Source: an optimization exercise on an open RTL-to-GDS flow (aim: small area). Production flows keep margins and buffers that such runs may drop.
Only simulation tests tie the RTL to the original design; equivalence was not proved.
Power and IR drop assume default switching activity.

==> design.v <==
module FIR_Filter_Optimized(
  input clk,
  input CLK_Filter,
  input rst_n,
  input wire [7:0] RED_ADC_Value,
  input wire [7:0] IR_ADC_Next,
  output wire [19:0] Out_RED_Filtered,
  output wire [19:0] Out_IR_Filtered);
reg [8*46-1:0] sr;    
reg [4:0] h;          
reg [18:0] ir_hold;
reg [18:0] out_red, out_ir;
assign Out_RED_Filtered = {1'b0, out_red};
assign Out_IR_Filtered = {1'b0, out_ir};
wire [7:0] mn0 = ~(sr[31:24] & {8{h >= 5'd2}});
wire [7:0] mn1 = ~(sr[47:40] & {8{h >= 5'd3}});
wire [7:0] mn2 = ~(sr[63:56] & {8{h >= 5'd4}});
wire [7:0] mn3 = ~(sr[79:72] & {8{h >= 5'd5}});
wire [7:0] mn4 = ~(sr[95:88] & {8{h >= 5'd6}});
wire [7:0] mn5 = ~(sr[111:104] & {8{h >= 5'd7}});
wire [7:0] mn6 = ~(sr[127:120] & {8{h >= 5'd8}});
wire [7:0] mn7 = ~(sr[143:136] & {8{h >= 5'd9}});
wire [7:0] mn8 = ~(sr[159:152] & {8{h >= 5'd10}});
wire [7:0] mn9 = ~(sr[175:168] & {8{h >= 5'd11}});
wire [7:0] mn10 = ~(sr[191:184] & {8{h >= 5'd12}});
wire [7:0] mn11 = ~(sr[207:200] & {8{h >= 5'd13}});
wire [7:0] mn12 = ~(sr[223:216] & {8{h >= 5'd14}});
wire [7:0] mn13 = ~(sr[239:232] & {8{h >= 5'd15}});
wire [7:0] mn14 = ~(sr[255:248] & {8{h >= 5'd16}});
wire [7:0] mn15 = ~(sr[271:264] & {8{h >= 5'd17}});
wire [7:0] mn16 = ~(sr[287:280] & {8{h >= 5'd18}});
wire [7:0] mn17 = ~(sr[303:296] & {8{h >= 5'd19}});
wire [7:0] mn18 = ~(sr[319:312] & {8{h >= 5'd20}});
wire [7:0] mn19 = ~(sr[335:328] & {8{h >= 5'd21}});
wire [7:0] mn20 = ~(sr[351:344] & {8{h >= 5'd22}});
wire [7:0] mn21 = ~(sr[367:360] & {8{h >= 5'd23}});
wire hs1, hc2, fs3, fc4, fs5, fc6, fs7, fc8, fs9, fc10, fs11, fc12, fs13, fc14, fs15, fc16, hs17, hc18, fs19, fc20, fs21, fc22, fs23, fc24, fs25, fc26, fs27, fc28, fs29, fc30, fs31, fc32, hs33, hc34, fs35, fc36, fs37, fc38, fs39, fc40, fs41, fc42, fs43, fc44, fs45, fc46, fs47, fc48, hs49, hc50, fs51, fc52, fs53, fc54, fs55, fc56, fs57, fc58, fs59, fc60, fs61, fc62, fs63, fc64, hs65, hc66, fs67, fc68, fs69, fc70, fs71, fc72, fs73, fc74, fs75, fc76, fs77, fc78, fs79, fc80, hs81, hc82, fs83, fc84, fs85, fc86, fs87, fc88, fs89, fc90, fs91, fc92, fs93, fc94, fs95, fc96, hs97, hc98, fs99, fc100, fs101, fc102, fs103, fc104, fs105, fc106, fs107, fc108, fs109, fc110, fs111, fc112, hs113, hc114, fs115, fc116, fs117, fc118, fs119, fc120, fs121, fc122, fs123, fc124, fs125, fc126, fs127, fc128, nv129, nv130, nv131, nv132, nv133, nv134, nv135, nv136, nv137, nv138, nv139, nv140, nv141, nv142, nv143, nv144, nv145, nv146, nv147, nv148, nv149, nv150, nv151, nv152, nv153, nv154, nv155, nv156, nv157, nv158, nv159, nv160, nv161, nv162, nv163, nv164, nv165, nv166, nv167, nv168, nv169, nv170, nv171, nv172, nv173, nv174, nv175, nv176, nv177, nv178, nv179, nv180, nv181, nv182, fs183, fc184, hs185, hc186, fs187, fc188, fs189, fc190, fs191, fc192, fs193, fc194, fs195, fc196, fs197, fc198, fs199, fc200, fs201, fc202, fs203, fc204, fs205, fc206, fs207, fc208, fs209, fc210, fs211, fc212, fs213, fc214, fs215, fc216, fs217, fc218, fs219, fc220, fs221, fc222, fs223, fc224, fs225, fc226, fs227, fc228, fs229, fc230, fs231, fc232, fs233, fc234, fs235, fc236, fs237, fc238, fs239, fc240, fs241, fc242, fs243, fc244, fs245, fc246, fs247, fc248, fs249, fc250, fs251, fc252, fs253, fc254, fs255, fc256, fs257, fc258, fs259, fc260, fs261, fc262, fs263, fc264, fs265, fc266, fs267, fc268, fs269, fc270, fs271, fc272, fs273, fc274, fs275, fc276, fs277, fc278, fs279, fc280, fs281, fc282, fs283, fc284, fs285, fc286, fs287, fc288, fs289, fc290, fs291, fc292, fs293, fc294, fs295, fc296, hs297, hc298, fs299, fc300, fs301, fc302, fs303, fc304, fs305, fc306, fs307, fc308, fs309, fc310, fs311, fc312, fs313, fc314, fs315, fc316, fs317, fc318, fs319, fc320, fs321, fc322, fs323, fc324, fs325, fc326, fs327, fc328, fs329, fc330, fs331, fc332, fs333, fc334, fs335, fc336, fs337, fc338, fs339, fc340, fs341, fc342, fs343, fc344, fs345, fc346, fs347, fc348, fs349, fc350, fs351, fc352, fs353, fc354, fs355, fc356, fs357, fc358, fs359, fc360, fs361, fc362, fs363, fc364, fs365, fc366, fs367, fc368, fs369, fc370, fs371, fc372, fs373, fc374, fs375, fc376, fs377, fc378, fs379, fc380, fs381, fc382, fs383, fc384, fs385, fc386, fs387, fc388, fs389, fc390, fs391, fc392, fs393, fc394, fs395, fc396, fs397, fc398, fs399, fc400, fs401, fc402, fs403, fc404, fs405, fc406, fs407, fc408, fs409, fc410, fs411, fc412, fs413, fc414, fs415, fc416, fs417, fc418, fs419, fc420, fs421, fc422, fs423, fc424, fs425, fc426, fs427, fc428, fs429, fc430, fs431, fc432, fs433, fc434, fs435, fc436, fs437, fc438, fs439, fc440, fs441, fc442, fs443, fc444, fs445, fc446, fs447, fc448, fs449, fc450, fs451, fc452, fs453, fc454, fs455, fc456, fs457, fc458, fs459, fc460, fs461, fc462, fs463, fc464, fs465, fc466, fs467, fc468, fs469, fc470, fs471, fc472, fs473, fc474, fs475, fc476, fs477, fc478, fs479, fc480, fs481, fc482, fs483, fc484, fs485, fc486, hs487, hc488, fs489, fc490, fs491, fc492, fs493, fc494, fs495, fc496, fs497, fc498, fs499, fc500, fs501, fc502, fs503, fc504, fs505, fc506, fs507, fc508, fs509, fc510, fs511, fc512, fs513, fc514, fs515, fc516, fs517, fc518, fs519, fc520, fs521, fc522, fs523, fc524, fs525, fc526, fs527, fc528, fs529, fc530, hs531, hc532, fs533, fc534, fs535, fc536, fs537, fc538, fs539, fc540, fs541, fc542, fs543, fc544, fs545, fc546, fs547, fc548, fs549, fc550, fs551, fc552, fs553, fc554, fs555, fc556, fs557, fc558, fs559, fc560, fs561, fc562, fs563, fc564, fs565, fc566, fs567, fc568, fs569, fc570, fs571, fc572, fs573, fc574, fs575, fc576, fs577, fc578, fs579, fc580, fs581, fc582, fs583, fc584, fs585, fc586, fs587, fc588, fs589, fc590, fs591, fc592, fs593, fc594, fs595, fc596, fs597, fc598, fs599, fc600, hs601, hc602, fs603, fc604, fs605, fc606, fs607, fc608, fs609, fc610, fs611, fc612, fs613, fc614, fs615, fc616, fs617, fc618, fs619, fc620, fs621, fc622, fs623, fc624, fs625, fc626, hs627, hc628, fs629, fc630, fs631, fc632, fs633, fc634, fs635, fc636, fs637, fc638, fs639, fc640, fs641, fc642, fs643, fc644, fs645, fc646, hs647, hc648, fs649, fc650, fs651, fc652, fs653, fc654, fs655, fc656, fs657, fc658, fs659, fc660, fs661, fc662, fs663, fc664, hs665, hc666, fs667, fc668, hs669, hc670, hs671, hc672;
HA uhs1(.a(mn1[0]), .b(mn20[0]), .s(hs1), .co(hc2));
FA ufs3(.a(mn1[1]), .b(mn20[1]), .c(hc2), .s(fs3), .co(fc4));
FA ufs5(.a(mn1[2]), .b(mn20[2]), .c(fc4), .s(fs5), .co(fc6));
FA ufs7(.a(mn1[3]), .b(mn20[3]), .c(fc6), .s(fs7), .co(fc8));
FA ufs9(.a(mn1[4]), .b(mn20[4]), .c(fc8), .s(fs9), .co(fc10));
FA ufs11(.a(mn1[5]), .b(mn20[5]), .c(fc10), .s(fs11), .co(fc12));
FA ufs13(.a(mn1[6]), .b(mn20[6]), .c(fc12), .s(fs13), .co(fc14));
FA ufs15(.a(mn1[7]), .b(mn20[7]), .c(fc14), .s(fs15), .co(fc16));
HA uhs17(.a(mn3[0]), .b(mn18[0]), .s(hs17), .co(hc18));
FA ufs19(.a(mn3[1]), .b(mn18[1]), .c(hc18), .s(fs19), .co(fc20));
FA ufs21(.a(mn3[2]), .b(mn18[2]), .c(fc20), .s(fs21), .co(fc22));
FA ufs23(.a(mn3[3]), .b(mn18[3]), .c(fc22), .s(fs23), .co(fc24));
FA ufs25(.a(mn3[4]), .b(mn18[4]), .c(fc24), .s(fs25), .co(fc26));
FA ufs27(.a(mn3[5]), .b(mn18[5]), .c(fc26), .s(fs27), .co(fc28));
FA ufs29(.a(mn3[6]), .b(mn18[6]), .c(fc28), .s(fs29), .co(fc30));
FA ufs31(.a(mn3[7]), .b(mn18[7]), .c(fc30), .s(fs31), .co(fc32));
HA uhs33(.a(mn4[0]), .b(mn17[0]), .s(hs33), .co(hc34));
FA ufs35(.a(mn4[1]), .b(mn17[1]), .c(hc34), .s(fs35), .co(fc36));
FA ufs37(.a(mn4[2]), .b(mn17[2]), .c(fc36), .s(fs37), .co(fc38));
FA ufs39(.a(mn4[3]), .b(mn17[3]), .c(fc38), .s(fs39), .co(fc40));
FA ufs41(.a(mn4[4]), .b(mn17[4]), .c(fc40), .s(fs41), .co(fc42));
FA ufs43(.a(mn4[5]), .b(mn17[5]), .c(fc42), .s(fs43), .co(fc44));
FA ufs45(.a(mn4[6]), .b(mn17[6]), .c(fc44), .s(fs45), .co(fc46));
FA ufs47(.a(mn4[7]), .b(mn17[7]), .c(fc46), .s(fs47), .co(fc48));
HA uhs49(.a(mn5[0]), .b(mn16[0]), .s(hs49), .co(hc50));
FA ufs51(.a(mn5[1]), .b(mn16[1]), .c(hc50), .s(fs51), .co(fc52));
FA ufs53(.a(mn5[2]), .b(mn16[2]), .c(fc52), .s(fs53), .co(fc54));
FA ufs55(.a(mn5[3]), .b(mn16[3]), .c(fc54), .s(fs55), .co(fc56));
FA ufs57(.a(mn5[4]), .b(mn16[4]), .c(fc56), .s(fs57), .co(fc58));
FA ufs59(.a(mn5[5]), .b(mn16[5]), .c(fc58), .s(fs59), .co(fc60));
FA ufs61(.a(mn5[6]), .b(mn16[6]), .c(fc60), .s(fs61), .co(fc62));
FA ufs63(.a(mn5[7]), .b(mn16[7]), .c(fc62), .s(fs63), .co(fc64));
HA uhs65(.a(mn6[0]), .b(mn15[0]), .s(hs65), .co(hc66));
FA ufs67(.a(mn6[1]), .b(mn15[1]), .c(hc66), .s(fs67), .co(fc68));
FA ufs69(.a(mn6[2]), .b(mn15[2]), .c(fc68), .s(fs69), .co(fc70));
FA ufs71(.a(mn6[3]), .b(mn15[3]), .c(fc70), .s(fs71), .co(fc72));
FA ufs73(.a(mn6[4]), .b(mn15[4]), .c(fc72), .s(fs73), .co(fc74));
FA ufs75(.a(mn6[5]), .b(mn15[5]), .c(fc74), .s(fs75), .co(fc76));
FA ufs77(.a(mn6[6]), .b(mn15[6]), .c(fc76), .s(fs77), .co(fc78));
FA ufs79(.a(mn6[7]), .b(mn15[7]), .c(fc78), .s(fs79), .co(fc80));
HA uhs81(.a(mn7[0]), .b(mn14[0]), .s(hs81), .co(hc82));
FA ufs83(.a(mn7[1]), .b(mn14[1]), .c(hc82), .s(fs83), .co(fc84));
FA ufs85(.a(mn7[2]), .b(mn14[2]), .c(fc84), .s(fs85), .co(fc86));
FA ufs87(.a(mn7[3]), .b(mn14[3]), .c(fc86), .s(fs87), .co(fc88));
FA ufs89(.a(mn7[4]), .b(mn14[4]), .c(fc88), .s(fs89), .co(fc90));
FA ufs91(.a(mn7[5]), .b(mn14[5]), .c(fc90), .s(fs91), .co(fc92));
FA ufs93(.a(mn7[6]), .b(mn14[6]), .c(fc92), .s(fs93), .co(fc94));
FA ufs95(.a(mn7[7]), .b(mn14[7]), .c(fc94), .s(fs95), .co(fc96));
HA uhs97(.a(mn8[0]), .b(mn13[0]), .s(hs97), .co(hc98));
FA ufs99(.a(mn8[1]), .b(mn13[1]), .c(hc98), .s(fs99), .co(fc100));
FA ufs101(.a(mn8[2]), .b(mn13[2]), .c(fc100), .s(fs101), .co(fc102));
FA ufs103(.a(mn8[3]), .b(mn13[3]), .c(fc102), .s(fs103), .co(fc104));
FA ufs105(.a(mn8[4]), .b(mn13[4]), .c(fc104), .s(fs105), .co(fc106));
FA ufs107(.a(mn8[5]), .b(mn13[5]), .c(fc106), .s(fs107), .co(fc108));
FA ufs109(.a(mn8[6]), .b(mn13[6]), .c(fc108), .s(fs109), .co(fc110));
FA ufs111(.a(mn8[7]), .b(mn13[7]), .c(fc110), .s(fs111), .co(fc112));
HA uhs113(.a(mn9[0]), .b(mn12[0]), .s(hs113), .co(hc114));
FA ufs115(.a(mn9[1]), .b(mn12[1]), .c(hc114), .s(fs115), .co(fc116));
FA ufs117(.a(mn9[2]), .b(mn12[2]), .c(fc116), .s(fs117), .co(fc118));
FA ufs119(.a(mn9[3]), .b(mn12[3]), .c(fc118), .s(fs119), .co(fc120));
FA ufs121(.a(mn9[4]), .b(mn12[4]), .c(fc120), .s(fs121), .co(fc122));
FA ufs123(.a(mn9[5]), .b(mn12[5]), .c(fc122), .s(fs123), .co(fc124));
FA ufs125(.a(mn9[6]), .b(mn12[6]), .c(fc124), .s(fs125), .co(fc126));
FA ufs127(.a(mn9[7]), .b(mn12[7]), .c(fc126), .s(fs127), .co(fc128));
assign nv129 = ~hs17;
assign nv130 = ~fs19;
assign nv131 = ~fs21;
assign nv132 = ~fs23;
assign nv133 = ~fs25;
assign nv134 = ~fs27;
assign nv135 = ~fs29;
assign nv136 = ~fs31;
assign nv137 = ~fc32;
assign nv138 = ~hs49;
assign nv139 = ~fs51;
assign nv140 = ~fs53;
assign nv141 = ~fs55;
assign nv142 = ~fs57;
assign nv143 = ~fs59;
assign nv144 = ~fs61;
assign nv145 = ~fs63;
assign nv146 = ~fc64;
assign nv147 = ~hs65;
assign nv148 = ~fs67;
assign nv149 = ~fs69;
assign nv150 = ~fs71;
assign nv151 = ~fs73;
assign nv152 = ~fs75;
assign nv153 = ~fs77;
assign nv154 = ~fs79;
assign nv155 = ~fc80;
assign nv156 = ~hs81;
assign nv157 = ~fs83;
assign nv158 = ~fs85;
assign nv159 = ~fs87;
assign nv160 = ~fs89;
assign nv161 = ~fs91;
assign nv162 = ~fs93;
assign nv163 = ~fs95;
assign nv164 = ~fc96;
assign nv165 = ~hs97;
assign nv166 = ~fs99;
assign nv167 = ~fs101;
assign nv168 = ~fs103;
assign nv169 = ~fs105;
assign nv170 = ~fs107;
assign nv171 = ~fs109;
assign nv172 = ~fs111;
assign nv173 = ~fc112;
assign nv174 = ~hs113;
assign nv175 = ~fs115;
assign nv176 = ~fs117;
assign nv177 = ~fs119;
assign nv178 = ~fs121;
assign nv179 = ~fs123;
assign nv180 = ~fs125;
assign nv181 = ~fs127;
assign nv182 = ~fc128;
FA ufs183(.a(1'b1), .b(hs33), .c(nv156), .s(fs183), .co(fc184));
HA uhs185(.a(nv165), .b(fs183), .s(hs185), .co(hc186));
FA ufs187(.a(mn0[0]), .b(mn21[0]), .c(hs1), .s(fs187), .co(fc188));
FA ufs189(.a(hs33), .b(hs113), .c(nv147), .s(fs189), .co(fc190));
FA ufs191(.a(fs35), .b(fc184), .c(fs187), .s(fs191), .co(fc192));
FA ufs193(.a(nv157), .b(nv166), .c(fs189), .s(fs193), .co(fc194));
FA ufs195(.a(hc186), .b(fs191), .c(fs193), .s(fs195), .co(fc196));
FA ufs197(.a(1'b1), .b(mn0[1]), .c(mn21[1]), .s(fs197), .co(fc198));
FA ufs199(.a(nv129), .b(nv138), .c(fs197), .s(fs199), .co(fc200));
FA ufs201(.a(fs3), .b(fs35), .c(fs115), .s(fs201), .co(fc202));
FA ufs203(.a(fc188), .b(fc190), .c(nv148), .s(fs203), .co(fc204));
FA ufs205(.a(fs199), .b(fs37), .c(fc192), .s(fs205), .co(fc206));
FA ufs207(.a(nv158), .b(nv167), .c(fs201), .s(fs207), .co(fc208));
FA ufs209(.a(fc194), .b(fs203), .c(fs205), .s(fs209), .co(fc210));
FA ufs211(.a(fs207), .b(fc196), .c(fs209), .s(fs211), .co(fc212));
FA ufs213(.a(1'b1), .b(mn0[2]), .c(mn21[2]), .s(fs213), .co(fc214));
FA ufs215(.a(hs1), .b(hs33), .c(nv174), .s(fs215), .co(fc216));
FA ufs217(.a(fc198), .b(fs213), .c(nv130), .s(fs217), .co(fc218));
FA ufs219(.a(nv139), .b(fs215), .c(fc200), .s(fs219), .co(fc220));
FA ufs221(.a(fs5), .b(fs37), .c(fs117), .s(fs221), .co(fc222));
FA ufs223(.a(fc202), .b(nv149), .c(fc204), .s(fs223), .co(fc224));
FA ufs225(.a(fs217), .b(fs219), .c(fs39), .s(fs225), .co(fc226));
FA ufs227(.a(fc206), .b(fs221), .c(nv159), .s(fs227), .co(fc228));
FA ufs229(.a(nv168), .b(fc208), .c(fs223), .s(fs229), .co(fc230));
FA ufs231(.a(fs225), .b(fc210), .c(fs227), .s(fs231), .co(fc232));
FA ufs233(.a(fs229), .b(fc212), .c(fs231), .s(fs233), .co(fc234));
FA ufs235(.a(mn0[3]), .b(mn21[3]), .c(mn2[0]), .s(fs235), .co(fc236));
FA ufs237(.a(mn19[0]), .b(hs65), .c(nv165), .s(fs237), .co(fc238));
FA ufs239(.a(fc214), .b(fs235), .c(fs3), .s(fs239), .co(fc240));
FA ufs241(.a(fs35), .b(fc216), .c(nv175), .s(fs241), .co(fc242));
FA ufs243(.a(fs237), .b(nv131), .c(nv140), .s(fs243), .co(fc244));
FA ufs245(.a(fs239), .b(fc218), .c(fs241), .s(fs245), .co(fc246));
FA ufs247(.a(fc220), .b(fc222), .c(fs7), .s(fs247), .co(fc248));
FA ufs249(.a(fs39), .b(fs119), .c(nv150), .s(fs249), .co(fc250));
FA ufs251(.a(fc224), .b(fs243), .c(fs245), .s(fs251), .co(fc252));
FA ufs253(.a(fs41), .b(fc226), .c(nv160), .s(fs253), .co(fc254));
FA ufs255(.a(nv169), .b(fc228), .c(fs247), .s(fs255), .co(fc256));
FA ufs257(.a(fc230), .b(fs249), .c(fs251), .s(fs257), .co(fc258));
FA ufs259(.a(fc232), .b(fs253), .c(fs255), .s(fs259), .co(fc260));
FA ufs261(.a(fs257), .b(fc234), .c(fs259), .s(fs261), .co(fc262));
FA ufs263(.a(1'b1), .b(mn0[4]), .c(mn21[4]), .s(fs263), .co(fc264));
FA ufs265(.a(mn2[1]), .b(mn19[1]), .c(hs17), .s(fs265), .co(fc266));
FA ufs267(.a(hs33), .b(nv156), .c(fc236), .s(fs267), .co(fc268));
FA ufs269(.a(fs263), .b(fs67), .c(fc238), .s(fs269), .co(fc270));
FA ufs271(.a(fs265), .b(nv166), .c(fs267), .s(fs271), .co(fc272));
FA ufs273(.a(fs5), .b(fs37), .c(fc240), .s(fs273), .co(fc274));
FA ufs275(.a(nv176), .b(fc242), .c(fs269), .s(fs275), .co(fc276));
FA ufs277(.a(fs271), .b(fs273), .c(nv132), .s(fs277), .co(fc278));
FA ufs279(.a(nv141), .b(fc244), .c(fc246), .s(fs279), .co(fc280));
FA ufs281(.a(fs275), .b(fs9), .c(fs41), .s(fs281), .co(fc282));
FA ufs283(.a(fs121), .b(fc248), .c(nv151), .s(fs283), .co(fc284));
FA ufs285(.a(fc250), .b(fs277), .c(fc252), .s(fs285), .co(fc286));
FA ufs287(.a(fs279), .b(fs43), .c(nv161), .s(fs287), .co(fc288));
FA ufs289(.a(nv170), .b(fc254), .c(fc256), .s(fs289), .co(fc290));
FA ufs291(.a(fs281), .b(fs283), .c(fc258), .s(fs291), .co(fc292));
FA ufs293(.a(fs285), .b(fc260), .c(fs287), .s(fs293), .co(fc294));
FA ufs295(.a(fs289), .b(fs291), .c(fc262), .s(fs295), .co(fc296));
HA uhs297(.a(fs293), .b(fs295), .s(hs297), .co(hc298));
FA ufs299(.a(mn0[5]), .b(mn21[5]), .c(mn2[2]), .s(fs299), .co(fc300));
FA ufs301(.a(mn19[2]), .b(hs49), .c(hs65), .s(fs301), .co(fc302));
FA ufs303(.a(fc264), .b(fs299), .c(fs19), .s(fs303), .co(fc304));
FA ufs305(.a(fs35), .b(fc266), .c(fs301), .s(fs305), .co(fc306));
FA ufs307(.a(nv157), .b(fc268), .c(fs69), .s(fs307), .co(fc308));
FA ufs309(.a(fc270), .b(nv167), .c(fs303), .s(fs309), .co(fc310));
FA ufs311(.a(fs305), .b(fc272), .c(fc274), .s(fs311), .co(fc312));
FA ufs313(.a(fs7), .b(fs39), .c(fs307), .s(fs313), .co(fc314));
FA ufs315(.a(nv177), .b(fc276), .c(fs309), .s(fs315), .co(fc316));
FA ufs317(.a(nv133), .b(nv142), .c(fc278), .s(fs317), .co(fc318));
FA ufs319(.a(fs311), .b(fc280), .c(fs313), .s(fs319), .co(fc320));
FA ufs321(.a(fs315), .b(fs11), .c(fs43), .s(fs321), .co(fc322));
FA ufs323(.a(fs123), .b(fc282), .c(nv152), .s(fs323), .co(fc324));
FA ufs325(.a(fc284), .b(fs317), .c(fc286), .s(fs325), .co(fc326));
FA ufs327(.a(fs319), .b(fs45), .c(nv162), .s(fs327), .co(fc328));
FA ufs329(.a(nv171), .b(fc288), .c(fc290), .s(fs329), .co(fc330));
FA ufs331(.a(fs321), .b(fs323), .c(fc292), .s(fs331), .co(fc332));
FA ufs333(.a(fs325), .b(fc294), .c(fs327), .s(fs333), .co(fc334));
FA ufs335(.a(fs329), .b(fs331), .c(fs333), .s(fs335), .co(fc336));
FA ufs337(.a(fc296), .b(hc298), .c(fs335), .s(fs337), .co(fc338));
FA ufs339(.a(1'b1), .b(mn0[6]), .c(mn21[6]), .s(fs339), .co(fc340));
FA ufs341(.a(mn2[3]), .b(mn19[3]), .c(mn10[0]), .s(fs341), .co(fc342));
FA ufs343(.a(mn11[0]), .b(hs81), .c(hs97), .s(fs343), .co(fc344));
FA ufs345(.a(hs113), .b(fc300), .c(fs339), .s(fs345), .co(fc346));
FA ufs347(.a(fs341), .b(fs51), .c(fs67), .s(fs347), .co(fc348));
FA ufs349(.a(fc302), .b(fs343), .c(fs345), .s(fs349), .co(fc350));
FA ufs351(.a(fs21), .b(fs37), .c(fc304), .s(fs351), .co(fc352));
FA ufs353(.a(fc306), .b(nv158), .c(fs347), .s(fs353), .co(fc354));
FA ufs355(.a(fs349), .b(fc308), .c(fs71), .s(fs355), .co(fc356));
FA ufs357(.a(fs351), .b(nv168), .c(fc310), .s(fs357), .co(fc358));
FA ufs359(.a(fs353), .b(fc312), .c(fs9), .s(fs359), .co(fc360));
FA ufs361(.a(fs41), .b(nv178), .c(fc314), .s(fs361), .co(fc362));
FA ufs363(.a(fs355), .b(fc316), .c(fs357), .s(fs363), .co(fc364));
FA ufs365(.a(nv134), .b(nv143), .c(fc318), .s(fs365), .co(fc366));
FA ufs367(.a(fs359), .b(fc320), .c(fs361), .s(fs367), .co(fc368));
FA ufs369(.a(fs363), .b(fs13), .c(fs45), .s(fs369), .co(fc370));
FA ufs371(.a(fs125), .b(fc322), .c(nv153), .s(fs371), .co(fc372));
FA ufs373(.a(fc324), .b(fs365), .c(fc326), .s(fs373), .co(fc374));
FA ufs375(.a(fs367), .b(fs47), .c(nv163), .s(fs375), .co(fc376));
FA ufs377(.a(nv172), .b(fc328), .c(fc330), .s(fs377), .co(fc378));
FA ufs379(.a(fs369), .b(fs371), .c(fc332), .s(fs379), .co(fc380));
FA ufs381(.a(fs373), .b(fc334), .c(fs375), .s(fs381), .co(fc382));
FA ufs383(.a(fs377), .b(fs379), .c(fc336), .s(fs383), .co(fc384));
FA ufs385(.a(fs381), .b(fc338), .c(fs383), .s(fs385), .co(fc386));
FA ufs387(.a(1'b1), .b(mn0[7]), .c(mn21[7]), .s(fs387), .co(fc388));
FA ufs389(.a(mn2[4]), .b(mn19[4]), .c(mn10[1]), .s(fs389), .co(fc390));
FA ufs391(.a(mn11[1]), .b(fc340), .c(fc342), .s(fs391), .co(fc392));
FA ufs393(.a(fs387), .b(fs389), .c(fs83), .s(fs393), .co(fc394));
FA ufs395(.a(fs99), .b(fs115), .c(fc344), .s(fs395), .co(fc396));
FA ufs397(.a(fc346), .b(fs391), .c(fs53), .s(fs397), .co(fc398));
FA ufs399(.a(fs69), .b(fc348), .c(fs393), .s(fs399), .co(fc400));
FA ufs401(.a(fs395), .b(fc350), .c(fc352), .s(fs401), .co(fc402));
FA ufs403(.a(fs23), .b(fs39), .c(fs397), .s(fs403), .co(fc404));
FA ufs405(.a(nv159), .b(fc354), .c(fs399), .s(fs405), .co(fc406));
FA ufs407(.a(fs73), .b(fc356), .c(nv169), .s(fs407), .co(fc408));
FA ufs409(.a(fc358), .b(fs401), .c(fs403), .s(fs409), .co(fc410));
FA ufs411(.a(fs405), .b(fs11), .c(fs43), .s(fs411), .co(fc412));
FA ufs413(.a(fc360), .b(nv179), .c(fc362), .s(fs413), .co(fc414));
FA ufs415(.a(fc364), .b(fs407), .c(fs409), .s(fs415), .co(fc416));
FA ufs417(.a(nv135), .b(nv144), .c(fc366), .s(fs417), .co(fc418));
FA ufs419(.a(fs411), .b(fc368), .c(fs413), .s(fs419), .co(fc420));
FA ufs421(.a(fs415), .b(fc48), .c(nv164), .s(fs421), .co(fc422));
FA ufs423(.a(nv173), .b(fs15), .c(fs47), .s(fs423), .co(fc424));
FA ufs425(.a(fs127), .b(fc370), .c(nv154), .s(fs425), .co(fc426));
FA ufs427(.a(fc372), .b(fs417), .c(fc374), .s(fs427), .co(fc428));
FA ufs429(.a(fs419), .b(fc376), .c(fc378), .s(fs429), .co(fc430));
FA ufs431(.a(fs421), .b(fs423), .c(fs425), .s(fs431), .co(fc432));
FA ufs433(.a(fs427), .b(fc380), .c(fs429), .s(fs433), .co(fc434));
FA ufs435(.a(fc382), .b(fs431), .c(fs433), .s(fs435), .co(fc436));
FA ufs437(.a(fc384), .b(fs435), .c(fc386), .s(fs437), .co(fc438));
FA ufs439(.a(1'b1), .b(mn2[5]), .c(mn19[5]), .s(fs439), .co(fc440));
FA ufs441(.a(mn10[2]), .b(mn11[2]), .c(fc388), .s(fs441), .co(fc442));
FA ufs443(.a(fc390), .b(fs439), .c(fc392), .s(fs443), .co(fc444));
FA ufs445(.a(fs441), .b(fs85), .c(fs101), .s(fs445), .co(fc446));
FA ufs447(.a(fs117), .b(fc394), .c(fc396), .s(fs447), .co(fc448));
FA ufs449(.a(fs443), .b(fc398), .c(fs55), .s(fs449), .co(fc450));
FA ufs451(.a(fs71), .b(fs445), .c(fs447), .s(fs451), .co(fc452));
FA ufs453(.a(fc400), .b(fc402), .c(fs25), .s(fs453), .co(fc454));
FA ufs455(.a(fs41), .b(nv160), .c(fc404), .s(fs455), .co(fc456));
FA ufs457(.a(fs449), .b(fc406), .c(fs451), .s(fs457), .co(fc458));
FA ufs459(.a(fs75), .b(nv170), .c(fc408), .s(fs459), .co(fc460));
FA ufs461(.a(fs453), .b(fc410), .c(fs455), .s(fs461), .co(fc462));
FA ufs463(.a(fs457), .b(fs13), .c(fs45), .s(fs463), .co(fc464));
FA ufs465(.a(fc412), .b(nv180), .c(fc414), .s(fs465), .co(fc466));
FA ufs467(.a(fs459), .b(fc416), .c(fs461), .s(fs467), .co(fc468));
FA ufs469(.a(fc16), .b(fc48), .c(fc128), .s(fs469), .co(fc470));
FA ufs471(.a(nv155), .b(nv136), .c(nv145), .s(fs471), .co(fc472));
FA ufs473(.a(fc418), .b(fs463), .c(fc420), .s(fs473), .co(fc474));
FA ufs475(.a(fs465), .b(fs467), .c(fc422), .s(fs475), .co(fc476));
FA ufs477(.a(fc424), .b(fs469), .c(fc426), .s(fs477), .co(fc478));
FA ufs479(.a(fs471), .b(fc428), .c(fs473), .s(fs479), .co(fc480));
FA ufs481(.a(fc430), .b(fs475), .c(fs477), .s(fs481), .co(fc482));
FA ufs483(.a(fc432), .b(fs479), .c(fc434), .s(fs483), .co(fc484));
FA ufs485(.a(fs481), .b(fc436), .c(fs483), .s(fs485), .co(fc486));
HA uhs487(.a(fc438), .b(fs485), .s(hs487), .co(hc488));
FA ufs489(.a(mn2[6]), .b(mn19[6]), .c(mn10[3]), .s(fs489), .co(fc490));
FA ufs491(.a(mn11[3]), .b(fc440), .c(fs489), .s(fs491), .co(fc492));
FA ufs493(.a(fc442), .b(fs491), .c(fc444), .s(fs493), .co(fc494));
FA ufs495(.a(fc446), .b(fc448), .c(fs87), .s(fs495), .co(fc496));
FA ufs497(.a(fs103), .b(fs119), .c(fs493), .s(fs497), .co(fc498));
FA ufs499(.a(fs57), .b(fs73), .c(fc450), .s(fs499), .co(fc500));
FA ufs501(.a(fc452), .b(fs495), .c(fs497), .s(fs501), .co(fc502));
FA ufs503(.a(fs27), .b(fs43), .c(fc454), .s(fs503), .co(fc504));
FA ufs505(.a(nv161), .b(fc456), .c(fs499), .s(fs505), .co(fc506));
FA ufs507(.a(fc458), .b(fs501), .c(fs77), .s(fs507), .co(fc508));
FA ufs509(.a(nv171), .b(fc460), .c(fs503), .s(fs509), .co(fc510));
FA ufs511(.a(fc462), .b(fs505), .c(nv137), .s(fs511), .co(fc512));
FA ufs513(.a(nv146), .b(fs15), .c(fs47), .s(fs513), .co(fc514));
FA ufs515(.a(fc464), .b(nv181), .c(fc466), .s(fs515), .co(fc516));
FA ufs517(.a(fs507), .b(fs509), .c(fc468), .s(fs517), .co(fc518));
FA ufs519(.a(fc470), .b(fc472), .c(fs511), .s(fs519), .co(fc520));
FA ufs521(.a(fs513), .b(fc474), .c(fs515), .s(fs521), .co(fc522));
FA ufs523(.a(fs517), .b(fc476), .c(fc478), .s(fs523), .co(fc524));
FA ufs525(.a(fs519), .b(fc480), .c(fs521), .s(fs525), .co(fc526));
FA ufs527(.a(fc482), .b(fs523), .c(fs525), .s(fs527), .co(fc528));
FA ufs529(.a(fc484), .b(fs527), .c(fc486), .s(fs529), .co(fc530));
HA uhs531(.a(hc488), .b(fs529), .s(hs531), .co(hc532));
FA ufs533(.a(mn2[7]), .b(mn19[7]), .c(mn10[4]), .s(fs533), .co(fc534));
FA ufs535(.a(mn11[4]), .b(fc490), .c(fs533), .s(fs535), .co(fc536));
FA ufs537(.a(fc492), .b(fs535), .c(fc494), .s(fs537), .co(fc538));
FA ufs539(.a(fs89), .b(fs105), .c(fs121), .s(fs539), .co(fc540));
FA ufs541(.a(fc496), .b(fc498), .c(fs537), .s(fs541), .co(fc542));
FA ufs543(.a(fs59), .b(fs75), .c(fc500), .s(fs543), .co(fc544));
FA ufs545(.a(fs539), .b(fc502), .c(fs541), .s(fs545), .co(fc546));
FA ufs547(.a(fs29), .b(fs45), .c(fc504), .s(fs547), .co(fc548));
FA ufs549(.a(nv162), .b(fc506), .c(fs543), .s(fs549), .co(fc550));
FA ufs551(.a(fs545), .b(fc16), .c(fc48), .s(fs551), .co(fc552));
FA ufs553(.a(nv182), .b(fs79), .c(fc508), .s(fs553), .co(fc554));
FA ufs555(.a(nv172), .b(fc510), .c(fs547), .s(fs555), .co(fc556));
FA ufs557(.a(fs549), .b(fc512), .c(fc514), .s(fs557), .co(fc558));
FA ufs559(.a(fs551), .b(fc516), .c(fs553), .s(fs559), .co(fc560));
FA ufs561(.a(fs555), .b(fc518), .c(fc520), .s(fs561), .co(fc562));
FA ufs563(.a(fs557), .b(fc522), .c(fs559), .s(fs563), .co(fc564));
FA ufs565(.a(fc524), .b(fs561), .c(fc526), .s(fs565), .co(fc566));
FA ufs567(.a(fs563), .b(fc528), .c(fs565), .s(fs567), .co(fc568));
FA ufs569(.a(fs567), .b(fc530), .c(hc532), .s(fs569), .co(fc570));
FA ufs571(.a(1'b1), .b(mn10[5]), .c(mn11[5]), .s(fs571), .co(fc572));
FA ufs573(.a(fc534), .b(fs571), .c(fc536), .s(fs573), .co(fc574));
FA ufs575(.a(fs573), .b(fc538), .c(fs91), .s(fs575), .co(fc576));
FA ufs577(.a(fs107), .b(fs123), .c(fc540), .s(fs577), .co(fc578));
FA ufs579(.a(fc542), .b(fs61), .c(fs77), .s(fs579), .co(fc580));
FA ufs581(.a(fc544), .b(fs575), .c(fs577), .s(fs581), .co(fc582));
FA ufs583(.a(fc546), .b(fc80), .c(nv173), .s(fs583), .co(fc584));
FA ufs585(.a(fs31), .b(fs47), .c(fc548), .s(fs585), .co(fc586));
FA ufs587(.a(nv163), .b(fc550), .c(fs579), .s(fs587), .co(fc588));
FA ufs589(.a(fs581), .b(fc552), .c(fc554), .s(fs589), .co(fc590));
FA ufs591(.a(fs583), .b(fc556), .c(fs585), .s(fs591), .co(fc592));
FA ufs593(.a(fs587), .b(fc558), .c(fs589), .s(fs593), .co(fc594));
FA ufs595(.a(fc560), .b(fs591), .c(fc562), .s(fs595), .co(fc596));
FA ufs597(.a(fs593), .b(fc564), .c(fs595), .s(fs597), .co(fc598));
FA ufs599(.a(fc566), .b(fs597), .c(fc568), .s(fs599), .co(fc600));
HA uhs601(.a(fc570), .b(fs599), .s(hs601), .co(hc602));
FA ufs603(.a(mn10[6]), .b(mn11[6]), .c(fc572), .s(fs603), .co(fc604));
FA ufs605(.a(fs603), .b(fc574), .c(fs93), .s(fs605), .co(fc606));
FA ufs607(.a(fs109), .b(fs125), .c(fc576), .s(fs607), .co(fc608));
FA ufs609(.a(fc578), .b(fc32), .c(fc48), .s(fs609), .co(fc610));
FA ufs611(.a(nv164), .b(fs63), .c(fs79), .s(fs611), .co(fc612));
FA ufs613(.a(fc580), .b(fc582), .c(fs605), .s(fs613), .co(fc614));
FA ufs615(.a(fs607), .b(fc584), .c(fc586), .s(fs615), .co(fc616));
FA ufs617(.a(fs609), .b(fc588), .c(fs611), .s(fs617), .co(fc618));
FA ufs619(.a(fs613), .b(fc590), .c(fs615), .s(fs619), .co(fc620));
FA ufs621(.a(fc592), .b(fs617), .c(fc594), .s(fs621), .co(fc622));
FA ufs623(.a(fs619), .b(fc596), .c(fs621), .s(fs623), .co(fc624));
FA ufs625(.a(fc598), .b(fs623), .c(fc600), .s(fs625), .co(fc626));
HA uhs627(.a(hc602), .b(fs625), .s(hs627), .co(hc628));
FA ufs629(.a(mn10[7]), .b(mn11[7]), .c(fc604), .s(fs629), .co(fc630));
FA ufs631(.a(fs629), .b(fc64), .c(fc80), .s(fs631), .co(fc632));
FA ufs633(.a(fs95), .b(fs111), .c(fs127), .s(fs633), .co(fc634));
FA ufs635(.a(fc606), .b(fc608), .c(fc610), .s(fs635), .co(fc636));
FA ufs637(.a(fc612), .b(fs631), .c(fc614), .s(fs637), .co(fc638));
FA ufs639(.a(fs633), .b(fc616), .c(fs635), .s(fs639), .co(fc640));
FA ufs641(.a(fc618), .b(fs637), .c(fc620), .s(fs641), .co(fc642));
FA ufs643(.a(fs639), .b(fc622), .c(fs641), .s(fs643), .co(fc644));
FA ufs645(.a(fc624), .b(fs643), .c(fc626), .s(fs645), .co(fc646));
HA uhs647(.a(hc628), .b(fs645), .s(hs647), .co(hc648));
FA ufs649(.a(fc630), .b(fc96), .c(fc112), .s(fs649), .co(fc650));
FA ufs651(.a(fc128), .b(fc632), .c(fc634), .s(fs651), .co(fc652));
FA ufs653(.a(fs649), .b(fc636), .c(fs651), .s(fs653), .co(fc654));
FA ufs655(.a(fc638), .b(fc640), .c(fs653), .s(fs655), .co(fc656));
FA ufs657(.a(fc642), .b(fs655), .c(fc644), .s(fs657), .co(fc658));
FA ufs659(.a(fs657), .b(fc646), .c(hc648), .s(fs659), .co(fc660));
FA ufs661(.a(fc650), .b(fc652), .c(fc654), .s(fs661), .co(fc662));
FA ufs663(.a(fc656), .b(fs661), .c(fc658), .s(fs663), .co(fc664));
HA uhs665(.a(fc660), .b(fs663), .s(hs665), .co(hc666));
FA ufs667(.a(1'b1), .b(fc662), .c(fc664), .s(fs667), .co(fc668));
HA uhs669(.a(hc666), .b(fs667), .s(hs669), .co(hc670));
HA uhs671(.a(fc668), .b(hc670), .s(hs671), .co(hc672));
wire [18:0] sum_n = {hs671, hs669, hs665, fs659, hs647, hs627, hs601, fs569, hs531, hs487, fs437, fs385, fs337, hs297, fs261, fs233, fs211, fs195, hs185};
always @(posedge clk) begin
  sr <= {sr[8*45-1:0], CLK_Filter ? RED_ADC_Value : IR_ADC_Next};
  ir_hold <= ~sum_n;
  if (rst_n) begin
    h <= 5'd0;
    out_red <= 19'd0;
    out_ir <= 19'd0;
  end else if (CLK_Filter) begin
    if (h != 5'd23) h <= h + 5'd1;
    out_red <= ~sum_n;
    out_ir <= ir_hold;
  end
end
endmodule
module FA(input a, input b, input c, output s, output co);
assign s = a ^ b ^ c;
assign co = (a & b) | (c & (a ^ b));
endmodule
module HA(input a, input b, output s, output co);
assign s = a ^ b;
assign co = a & b;
endmodule
module Controller_StateMachine(ADC, clk, Find_Setting, rst_n, LED_Drive, DC_Comp, LED_IR, LED_RED, PGA_Gain,
                               RED_ADC_Value, IR_ADC_Next, CLK_Filter);
	input  wire [7:0] ADC;
	input  wire clk;
	input  wire rst_n;           
	input  wire Find_Setting;
	output wire [3:0] LED_Drive;
	output reg  [6:0] DC_Comp;
	output wire LED_IR;
	output wire LED_RED;
	output reg  [3:0] PGA_Gain;
	output reg  [7:0] RED_ADC_Value;  
	output wire [7:0] IR_ADC_Next;    
	output reg  CLK_Filter;
	localparam [3:0] S_IDLE  = 4'd0,   
	                 S_RST4  = 4'd1,   
	                 S_ROP   = 4'd2,
	                 S_RGAIN = 4'd3,
	                 S_IOP   = 4'd4,
	                 S_IGAIN = 4'd5,
	                 S_AR    = 4'd6,
	                 S_AI    = 4'd7,
	                 S_ALT   = 4'd8;
	reg [3:0]  st;
	reg [1:0]  prev;         
	reg [15:0] gw;           
	reg [3:0]  aw;           
	reg [4:0]  cnt;          
	reg [7:0]  vmin, vmax;
	reg [6:0]  oth_op;
	reg [3:0]  oth_g;
	reg        led_ir;
	reg [7:0]  IR_ADC_Value;
	assign LED_Drive = 4'd10;
	assign LED_IR  = led_ir;
	assign LED_RED = ~led_ir;
	wire in_reset = (st == S_IDLE) | (st == S_RST4);
	wire win_done = cnt[4] & cnt[2];
	wire aw_ok    = aw[3] & aw[1];
	wire in_rng = (ADC < 8'd240) & (ADC > 8'd5);
	wire clip   = (ADC > 8'd240) | (ADC < 8'd5);
	wire gw_ok  = (|gw[15:10]) | (gw[9] & ((|gw[8:6]) | (gw[5] & (|gw[4:0]))));
	wire [8:0] cmin, cmax;
	assign cmin[0] = 1'b1;    
	assign cmax[0] = 1'b0;    
	genvar gi;
	generate for (gi = 0; gi < 8; gi = gi + 1) begin : cmp
		assign cmin[gi+1] = (ADC[gi] & ~vmin[gi]) | (cmin[gi] & (ADC[gi] | ~vmin[gi]));
		assign cmax[gi+1] = (ADC[gi] & ~vmax[gi]) | (cmax[gi] & (ADC[gi] | ~vmax[gi]));
	end endgenerate
	wire lt_min = ~cmin[8];
	wire gt_max = cmax[8];
	wire [7:0] dcy;           
	wire [7:2] q;             
	assign dcy[1] = vmax[0] | ~vmin[0];
	assign dcy[2] = (vmax[1] & ~vmin[1]) | (dcy[1] & (vmax[1] | ~vmin[1]));
	generate for (gi = 2; gi < 7; gi = gi + 1) begin : sub
		FA u(.a(vmax[gi]), .b(~vmin[gi]), .c(dcy[gi]), .s(q[gi]), .co(dcy[gi+1]));
	end endgenerate
	assign q[7] = vmax[7] ^ ~vmin[7] ^ dcy[7];
	wire [7:0] mid;
	wire [7:0] mcy;
	HA m0(.a(vmin[0]), .b(q[2]), .s(mid[0]), .co(mcy[1]));
	generate for (gi = 1; gi < 6; gi = gi + 1) begin : add
		FA u(.a(vmin[gi]), .b(q[gi+2]), .c(mcy[gi]), .s(mid[gi]), .co(mcy[gi+1]));
	end endgenerate
	HA m6(.a(vmin[6]), .b(mcy[6]), .s(mid[6]), .co(mcy[7]));
	assign mid[7] = vmin[7] ^ mcy[7];
	wire accept = (mid >= 8'd117) & (mid <= 8'd137);
	wire [15:0] gw_inc;
	wire [15:0] gcy;
	assign gw_inc[0] = ~gw[0];
	assign gcy[1] = gw[0];
	generate for (gi = 1; gi < 15; gi = gi + 1) begin : ginc
		HA u(.a(gw[gi]), .b(gcy[gi]), .s(gw_inc[gi]), .co(gcy[gi+1]));
	end endgenerate
	assign gw_inc[15] = gw[15] ^ gcy[15];
	assign IR_ADC_Next = rst_n ? 8'd0 :
	                     Find_Setting ? IR_ADC_Value :
	                     in_reset ? 8'd0 :
	                     ((st == S_ALT) & (prev == 2'd2)) ? ADC : IR_ADC_Value;
	always @(posedge clk) begin
		IR_ADC_Value <= IR_ADC_Next;
		if (rst_n) CLK_Filter <= 1'b0;
		else CLK_Filter <= ~CLK_Filter;
	end
	always @(posedge clk) begin
		if (rst_n) begin
			st <= S_IDLE;
			prev <= 2'd0;
			led_ir <= 1'b0;
			DC_Comp <= 7'd0;
			PGA_Gain <= 4'd0;
			gw <= 16'd545;
			cnt <= 5'd0;
			vmin <= 8'd255;
			vmax <= 8'd0;
			aw <= 4'd10;
			RED_ADC_Value <= 8'd0;
		end else if (Find_Setting) begin
			st <= S_ROP;
		end else begin
			case (st)
			S_IDLE, S_RST4: begin
				led_ir <= 1'b0;
				DC_Comp <= 7'd0;
				PGA_Gain <= 4'd0;
				gw <= 16'd545;
				cnt <= 5'd0;
				vmin <= 8'd255;
				vmax <= 8'd0;
				aw <= 4'd10;
				RED_ADC_Value <= 8'd0;
				st <= (st == S_RST4) ? S_IOP : S_IDLE;
			end
			S_ROP, S_IOP: begin
				if (st == S_IOP) led_ir <= 1'b1;
				if (!win_done) begin
					if (lt_min) vmin <= ADC;
					if (gt_max) vmax <= ADC;
					cnt <= cnt + 5'd1;
				end else begin
					vmin <= 8'd255;
					vmax <= 8'd0;
					cnt <= 5'd1;
					if (accept) begin
						if (st == S_ROP) begin oth_op <= DC_Comp; st <= S_RGAIN; end
						else st <= S_IGAIN;
					end else
						DC_Comp <= DC_Comp + 7'd10;
				end
			end
			S_RGAIN, S_IGAIN: begin
				if (in_rng & gw_ok) PGA_Gain <= PGA_Gain + 4'd1;
				if ((in_rng & gw_ok) | clip) gw <= 16'd1;
				else gw <= gw_inc;
				if (clip) begin
					if (st == S_RGAIN) begin oth_g <= PGA_Gain; st <= S_RST4; end
					else st <= S_ALT;
				end
			end
			S_ALT: begin
				if (aw_ok) begin
					aw <= 4'd1;
					st <= (prev == 2'd1) ? S_AI : S_AR;
				end else
					aw <= aw + 4'd1;
				if (prev == 2'd1) RED_ADC_Value <= ADC;
			end
			S_AR, S_AI: begin
				if (led_ir != (st == S_AI)) begin
					DC_Comp <= oth_op;
					oth_op <= DC_Comp;
					PGA_Gain <= oth_g;
					oth_g <= PGA_Gain;
				end
				led_ir <= (st == S_AI);
				st <= S_ALT;
				prev <= (st == S_AI) ? 2'd2 : 2'd1;
			end
			default: ;
			endcase
		end
	end
endmodule
module Top_Module_Controller_and_FIR(ADC,clk,Find_Setting, rst_n, LED_Drive,DC_Comp,LED_IR,LED_RED,PGA_Gain,Out_IR_Filtered,Out_RED_Filtered);
	output wire [3:0] LED_Drive;
	output wire [6:0] DC_Comp;
	output wire LED_IR;
	output wire LED_RED;
	output wire [3:0] PGA_Gain;
	input wire [7:0] ADC;
	input wire clk;
	input wire rst_n;
	input wire Find_Setting;
	output wire [19:0] Out_IR_Filtered;
	output wire [19:0] Out_RED_Filtered;
	wire [7:0] RED_ADC_Value;
	wire [7:0] IR_ADC_Next;
	wire CLK_Filter;
	Controller_StateMachine Controller(
	.ADC(ADC), .clk(clk), .Find_Setting(Find_Setting), .rst_n(rst_n),
	.LED_Drive(LED_Drive), .DC_Comp(DC_Comp), .LED_IR(LED_IR), .LED_RED(LED_RED), .PGA_Gain(PGA_Gain),
	.RED_ADC_Value(RED_ADC_Value), .IR_ADC_Next(IR_ADC_Next), .CLK_Filter(CLK_Filter));
	FIR_Filter_Optimized Filters(
	.clk(clk), .CLK_Filter(CLK_Filter), .rst_n(rst_n),
	.RED_ADC_Value(RED_ADC_Value), .IR_ADC_Next(IR_ADC_Next),
	.Out_RED_Filtered(Out_RED_Filtered), .Out_IR_Filtered(Out_IR_Filtered));
endmodule
==> flow/run.sh <==
#!/bin/bash
# Layout flow: the standard ORFS flow (standard.sh: the standard synthesis,
# floorplan, power grid, tap cells, placement, CTS, routing), with two settings
# passed to it through the environment:
#  - every port still gets its own buffer, but the smallest one (buf_1);
#  - the clock tree uses clkbuf_8 sink clusters and no dummy loads.
# The whole make output goes to flow_make.log in this folder; ORFS also writes
# each step's log under orfs/logs/.
set -euo pipefail
export BUFFER_PORTS_ARGS="-buffer_cell sky130_fd_sc_hd__buf_1"
export CTS_ARGS="-sink_clustering_enable -repair_clock_nets -dont_use_dummy_load -buf_list sky130_fd_sc_hd__clkbuf_8 -sink_clustering_size 18 -sink_clustering_max_diameter 60"
bash standard.sh finish > flow_make.log 2>&1
==> standard.sh <==
#!/bin/bash
# synth_recipe.tcl (not shown) runs the flow's synth.tcl, then flattens the netlist and writes it again
# the make line also repeats each setting of config.mk as NAME=value (left out here)
make -C /OpenROAD-flow-scripts/flow DESIGN_CONFIG=/design/flow/config.mk WORK_HOME=/design/flow/orfs CLKGATE_MAP_FILE= SYNTH_SCRIPT=/design/flow/synth_recipe.tcl "${@:-finish}"
==> config.mk <==
export PLATFORM = sky130hd
export DESIGN_NAME = Top_Module_Controller_and_FIR
export DESIGN_NICKNAME = Top_Module_Controller_and_FIR
export VERILOG_FILES = /design/flow/design.v
export SDC_FILE = /design/flow/constraint.sdc
export NUM_CORES = 4
export LEC_CHECK = 0
export CAP_MARGIN = 20
export CORE_MARGIN = 2
export CORE_UTILIZATION = 60
export GPL_TIMING_DRIVEN = 0
export SLEW_MARGIN = 20
export SYNTH_HIERARCHICAL = 1
==> constraint.sdc <==
create_clock -name core_clock -period 10.0 [get_ports {clk}]
set_input_delay 2.0000 -clock core_clock [delete_from_list [all_inputs] [get_ports {clk}]]
set_output_delay 2.0000 -clock core_clock [all_outputs]
set_load 0.01 [all_outputs]
==> results of run 1 <==
-- layout by cell type (no fill, tap or decap), types with 8 or more instances in the layout --
cell type  count
a21oi_1       34
ha_1          36
conb_1        15
o21ai_0       23
buf_6         13
dfxtp_1      503
mux2_2         8
nor2_1        83
edfxtp_1      11
buf_4         28
nor2b_1       13
fa_2          50
inv_1         89
a211oi_1      29
nor3_1        13
clkbuf_1      19
fa_1         251
nand2b_1      10
mux2i_1       29
clkbuf_8      43
nand3_1       14
buf_1         54
o32a_1         8
a22o_1        12
buf_2          9
nand2_1      223
-- kinds of logic after synthesis --
group,Yosys count,share of synthesized area (%)
AO/OA/AOI/OAI,187,6.36
XOR/XNOR,11,0.483
adder cells (fa/ha/maj),347,30.7
buffers and inverters,151,3.38
flip-flops,517,48.7
multiplexers,37,1.77
other,4,0.0699
AND/OR/NAND/NOR,407,8.58
-- per-module statistics from Yosys (local to each module, per instance), excerpt --
module | cells | times used | cell area [um2] | flip-flops and latches
Controller_StateMachine | 476 | 1 | 4440 | 87
FIR_Filter_Optimized | 850 | 1 | 10600 | 430
HA | 1 | 34 | 12.5 | 0
FA | 1 | 301 | 20.0 | 0
-- metal layers --
| layer | part of all wire (%) | track usage (%) |
|---|---|---|
| met5 | 0 | 0 |
| met4 | 3.0 | 8.57 |
| met3 | 3.8 | 4.11 |
| met2 | 52 | 45.1 |
| met1 | 41 | 32.6 |
-- worst max-delay path: cells and delay by family, from the launching register on --
kind / cells / cell delay [ns]
adder cells (fa/ha/maj): 21 / 7.98
AND/OR/NAND/NOR: 1 / 0.12
buffers and inverters: 4 / 0.55
flip-flops: 1 / 0.39
AO/OA/AOI/OAI: 2 / 0.58
-- flip-flops by register name, summed over array words and instances, names as in the netlist, 5 cells and up --
register,flops
Controller.IR_ADC_Value,8
Controller.oth_op,7
Controller.vmax,8
Controller.gw,16
Filters.out_ir,19
Controller.RED_ADC_Value,8
Controller.DC_Comp,7
Filters.sr,368
Filters.out_red,19
Filters.h,5
Filters.ir_hold,19
Controller.vmin,8
Controller.cnt,5
-- power by group --
group | internal, W | total, W | switching [W]
registers | 0.00212 | 0.00215 | 0.0000292
clock network | 0.000368 | 0.000999 | 0.000631
logic | 0.000151 | 0.000372 | 0.000221
-- worst paths after layout --
| path | slack [ns] | end |
|---|---|---|
| worst min register to register | 0.28 | Filters.sr[185] |
| worst min-delay path | 0.28 | Filters.sr[185] |
| worst max-delay path | 0.23 | Filters.out_red[18] |
| worst max register to register | 0.23 | Filters.out_red[18] |
-- metrics by stage --
stage / instance area, um2 / std cells / power (W) / hold slack [ns]
3_5_place_dp: 22300 / 2187 / 0.00255 / 0.312
4_1_cts: 23100 / 2237 / 0.00355 / 0.278
5_1_grt: 23500 / 2251 / 0.00368 / 0.282
6_report: 23500 / 2251 / 0.00352 / 0.281
2_1_floorplan: 21500 / 1672 / 0.00244 / 0.310
3_3_place_gp: 22300 / 2187 / 0.00254 / 0.310
-- synth_stat cells, types with 4 or more instances --
cell / n
nand2_1: 227
a211oi_1: 30
or4_1: 5
nor3_1: 14
nand2b_1: 10
conb_1: 4
o2bb2ai_1: 7
a22oi_1: 4
edfxtp_1: 11
ha_1: 42
xnor2_1: 7
inv_1: 94
mux2i_1: 29
nor2b_1: 13
clkbuf_1: 20
o21a_1: 5
o32a_1: 8
buf_4: 10
nand3_1: 15
dfxtp_1: 506
o211ai_1: 4
nor2_1: 86
mux2_2: 8
a21oi_1: 37
maj3_1: 4
fa_1: 301
a22o_1: 12
o21ai_1: 11
nand4_1: 5
buf_6: 13
buf_2: 10
o21ai_0: 23
-- cell type report --
class | count | area [um2] | area share, %
Multi-Input combinational cell | 1004 | 10700 | 45.6
Tap cell | 461 | 577 | 2.45
Sequential cell | 517 | 10500 | 44.5
Clock buffer | 41 | 564 | 2.40
Inverter | 95 | 364 | 1.55
Buffer | 56 | 400 | 1.70
Timing Repair Buffer | 77 | 425 | 1.81
-- what timing repair did --
item,4_1_cts,5_1_grt
gates resized for setup,43,72
setup buffers,9,14
setup endpoints to repair,6,3
pin swaps,7,21
==> results.json, run 1 <==
{
  "grt_start_max_net_pins": 19,
  "antenna_found_initial": 0,
  "synthTopCellsByArea": "dfxtp_1, fa_1, nand2_1, ha_1, inv_1",
  "crit_arrival_ns": 10.26,
  "slew_violations": 0,
  "num_vias": 12100,
  "end_kind": "flip-flop",
  "core_um2": 35400,
  "fin_crit_ns": 9.77,
  "avgSynthCellArea_um2": 12.9,
  "grt_overflow": 0,
  "vias_per_cell": 5.37,
  "grt_pass1_wl_um": 72800,
  "io_buffers": 54,
  "dp_hpwl_um": 37000,
  "final_core_util_pct": 66.4,
  "skew_ns": 0.0705,
  "timing.final.ws_setup_ns": 0.234,
  "cp.required_ns": 10.50,
  "die_y_um": 193,
  "cts_buffer_depth": 3,
  "synth_edf_count": 11,
  "cts_sinks": 517,
  "post-route-drc-count": 0,
  "die_x_um": 193,
  "clock_latency_ns": 0.64,
  "first_iter_violations": 470,
  "insertedDiodeCount": 0,
  "slowest_delay_ns": 0.62,
  "drive_above_1_share_pct": 12.4,
  "critical_path.max_fanout": 10,
  "h-tree-depth": 2,
  "routedWlPerCell_um": 20.7,
  "period_share_pct": 97.7,
  "crit_top_cell": "fa_1",
  "root_buffer": "clkbuf_8",
  "max_freq_mhz": 102,
  "peakVddDrop_mv": 0.152,
  "yosysSeqAreaShare_pct": 48.7,
  "dr.pass1.iters": 5,
  "path_class": "flip-flop to flip-flop",
  "gp_congestion": 0.898,
  "syn_to_final_growth_pct": 9.43,
  "reg2reg_depth": 28,
  "grt_pass1_vias": 13200,
  "hp-class": "flip-flop to flip-flop",
  "r2r-start": "Filters.h[1]",
  "dp_slack_ns": -0.499,
  "worstSetupStartpoint": "Filters.h[1]",
  "wirelength_um": 46500,
  "synth-async-reset-ratio_pct": 0,
  "cts.reportedPaths.clkPinSlew_ns": 0.10,
  "dieArea_um2": 37300,
  "synth-main-ff-cell": "dfxtp_1",
  "relSlewSlack_pct": 36.5,
  "final_hold_viol_count": 0,
  "initial_core_util_pct": 60.7,
  "rows": 69,
  "cp-start-kind": "flip-flop",
  "yosysWarningCount": 8,
  "io_pins": 68,
  "drtAntennaViolNets": 0,
  "drv_cap": 0,
  "synthCells": 1661,
  "netlist.area_leader.share_pct": 47.1,
  "hp-start": "Filters.sr[177]",
  "tritoncts": "done",
  "cts_buffers": 41,
  "num-fill-cells": 2727,
  "power.density_nw_per_um2": 150,
  "tightestPinTransition_ns": 0.939,
  "p_leak_nw": 8.55,
  "whs_path_depth": 0,
  "status": "no timing/DRC/antenna violations",
  "synth_top_area_cell": "dfxtp_1",
  "ys_types": 86,
  "synth-seq-cells": 517,
  "syn_area_um2": 21500,
  "nets": 2146,
  "setup_viol": 0,
  "slowest_stage": "fa_2",
  "ctsHoldBuffers": 0,
  "grtUsageTotal_pct": 25.7,
  "tns_ns": 0
}
==> run 2, diff against run 1 <==
--- a/config.mk
+++ b/config.mk
@@ -8,6 +8,5 @@
 export CAP_MARGIN = 20
 export CORE_MARGIN = 2
 export CORE_UTILIZATION = 60
-export GPL_TIMING_DRIVEN = 0
 export SLEW_MARGIN = 20
 export SYNTH_HIERARCHICAL = 1
==> run 2 against run 1 <==
Effect of this change:
- still clean on timing, DRC and antenna
- via count down 2.3%
- utilization down 1.7 points
- clock-buffer cell count down 2
- largest power group unchanged
==> results.json, run 2 <==
{
  "end_kind": "flip-flop",
  "whs_path_depth": 0,
  "yosysMostFrequentCell": "dfxtp_1",
  "power.density_nw_per_um2": 151,
  "muxShareOfSynthArea_pct": 1.77,
  "regMostFlops": "Filters.sr",
  "ys_top_cells_by_count": "dfxtp_1, fa_1, nand2_1, inv_1, nor2_1",
  "met3_usage_pct": 3.85,
  "crit_family": "adder cells",
  "avgSynthCellArea_um2": 12.9,
  "synth_top_area_cell": "dfxtp_1",
  "crit_cells": 28,
  "synthCells": 1661,
  "vias_per_cell": 5.32,
  "final_hold_viol_count": 0,
  "skew_ns": 0.0805,
  "synth-simple-area-share_pct": 8.58,
  "die_y_um": 193,
  "yosysSeqAreaShare_pct": 48.7,
  "yosysWarningCount": 8,
  "rows": 69,
  "gr-usage-met1_pct": 33.9,
  "drtAntennaViolNets": 0,
  "crit_arrival_ns": 10.15,
  "drive_above_1_share_pct": 7.95,
  "syn_to_final_growth_pct": 6.67,
  "dieArea_um2": 37300,
  "synth_compound_area_share_pct": 6.36,
  "globalRouteMet2Util_pct": 42.4,
  "placed_area_um2": 22300,
  "netlist.area_leader.share_pct": 47.1,
  "synthAdderAreaFrac_pct": 30.7,
  "final_common_cell": "dfxtp_1",
  "cts_buffer_depth": 3,
  "peakVddDrop_mv": 0.163,
  "dr.pass1.iters": 5,
  "cts.reportedPaths.clkPinSlew_ns": 0.10,
  "setup_viol": 0,
  "synth-async-reset-ratio_pct": 0,
  "period_share_pct": 96.7,
  "h-tree-depth": 2,
  "synth_edf_count": 11,
  "final_cell_mix": "dfxtp_1, fa_1, nand2_1, inv_1, nor2_1",
  "io_buffers": 61,
  "first_iter_violations": 594,
  "routedWlPerCell_um": 20.5,
  "gp_congestion": 0.900,
  "synth_xor_area_share_pct": 0.483,
  "slowest_stage": "fa_2",
  "clock_latency_ns": 0.62,
  "antenna_found_initial": 0,
  "root_buffer": "clkbuf_8",
  "nets": 2116,
  "io_pins": 68,
  "grtUsageTotal_pct": 25.1,
  "final_core_util_pct": 64.8,
  "synth_top_family_by_area": "adder cells",
  "max_freq_mhz": 103,
  "reg2reg_depth": 28,
  "post-route-drc-count": 0,
  "stdcell_area_um2": 22900,
  "die_x_um": 193,
  "fin_crit_ns": 9.67,
  "dp_hpwl_um": 36900,
  "grt.busiest_layer": "met2",
  "ctsHoldBuffers": 0,
  "worst-path-buf-inv": 2,
  "initial_core_util_pct": 60.7,
  "insertedDiodeCount": 0,
  "path_class": "flip-flop to flip-flop",
  "crit_top_cell": "fa_1",
  "tritoncts": "done",
  "p_leak_nw": 8.39,
  "cp.required_ns": 10.48,
  "num_vias": 11800,
  "cp-start-kind": "flip-flop",
  "reg2reg_slack_ns": 0.33,
  "critical_path.max_fanout": 6,
  "cts_sinks": 517,
  "cts_buffers": 39,
  "ys_types": 86,
  "slew_violations": 0,
  "core_um2": 35400,
  "status": "no timing/DRC/antenna violations",
  "synthTopCellsByArea": "dfxtp_1, fa_1, nand2_1, ha_1, inv_1",
  "wirelength_um": 45500,
  "slowest_delay_ns": 0.60,
  "hold_ws_ns": 0.291,
  "synth-seq-cells": 517,
  "grt_pass1_vias": 12500,
  "finalPower_w": 0.00346,
  "grt_start_max_net_pins": 58,
  "drv_cap": 0,
  "synth-main-ff-cell": "dfxtp_1",
  "syn_area_um2": 21500,
  "grt_overflow": 0,
  "tightestPinTransition_ns": 0.935,
  "relSlewSlack_pct": 36.8,
  "grt_pass1_wl_um": 70800,
  "largest_reg_flops": 368,
  "hp-class": "flip-flop to flip-flop"
}
## run 2: per-module statistics from Yosys, one instance, submodules excluded, a selection
| module | cell area (um2) | cells inside | flops+latches |
|---|---|---|---|
| FIR_Filter_Optimized | 10600 | 850 | 430 |
| Controller_StateMachine | 4440 | 476 | 87 |
| FA | 20.0 | 1 | 0 |
| HA | 12.5 | 1 | 0 |
## run 2: worst paths after layout
check	endpoint	from
max	Filters.out_red[18]	Filters.h[1]
min	Filters.sr[21]	Filters.sr[13]
max reg2reg	Filters.out_red[18]	Filters.h[1]
min reg2reg	Filters.sr[21]	Filters.sr[13]
## run 2: metal layers
| layer | vias up | share of wire (%) |
|---|---|---|
| met1 | 5946 | 44 |
| li1 | 5562 | - |
| met5 | - | 0 |
| met2 | 236 | 50 |
| met3 | 67 | 4.0 |
| met4 | 0 | 2.6 |
## run 2: power breakdown
| part | switching [W] | leakage (nW) | internal [W] |
|---|---|---|---|
| Clock | 0.000611 | 0.280 | 0.000352 |
| Sequential | 0.0000352 | 4.20 | 0.00212 |
| Combinational | 0.000200 | 3.91 | 0.000136 |
| Total | 0.000846 | 8.39 | 0.00261 |
## run 2: per-stage QoR
stage / std cells / setup WS (ns) / setup TNS, ns
global route: 2221 / -0.0387 / -0.0387
floorplan: 1672 / 0.522 / 0
global placement: 2175 / 0.271 / 0
detailed placement: 2175 / 0.178 / 0
finish: 2221 / 0.329 / 0
CTS: 2214 / 0.0712 / 0
## run 2: cells by family after synthesis
kind of cell,Yosys count
buffers and inverters,151
and+or+nand+nor,407
DFF,517
AOI/OAI and AO/OA,187
xor gates and xnor gates,11
muxes,37
other,4
adders and majority gates,347
## run 2: cell type report
class                   instances  area (um2)
flip-flops and latches        517       10500
fillers                      2831       12500
repair buffers                105         573
inverters                      95         360
clock buffers                  39         537
well taps                     461         577
multi-input cells            1004       10400
## run 2: worst register-to-register path: cells and delay by family (launching register included)
family / cells / cell delay, ns
compound gates: 2 / 0.45
fa+ha+maj: 22 / 8.29
buf+inv: 2 / 0.22
flops: 1 / 0.38
simple gates: 2 / 0.18
## run 2: what timing repair did
item / 4_1_cts / 5_1_grt
buffers inserted: 0 / 7
gates resized for setup: 0 / 22
setup endpoints to repair: 0 / 3

-- static timing again, ports no longer ideal --
How much do the figures lean on ideal ports? The routed layouts below were timed once more, with nothing changed but the port constraints.
Step 1: set_driving_cell puts a clkbuf_16 on clk and a buf_2 on each other input, an assumption about the parent block.
Step 2, shift: input delay + t, output delay - t, t = (earliest + latest rising clock arrival at the registers) / 2. This alone moves slack from input paths to output paths.
Three values: no drivers, after step 1, after step 2; two values: the first two.
run | shift t [ns] | setup slack, ns | latest minus earliest clock arrival (ns) | worst register clock-pin slew, ns | worst data-port slew with drivers (ns)
run 1 | 0.659 | 0.234 / 0.234 / 0.234 | 0.071 / 0.071 | 0.11 / 0.11 | 0.08
run 2 | 0.633 | 0.329 / 0.329 / 0.329 | 0.088 / 0.087 | 0.11 / 0.11 | 0.03
After both steps setup and hold are still met in every run listed.
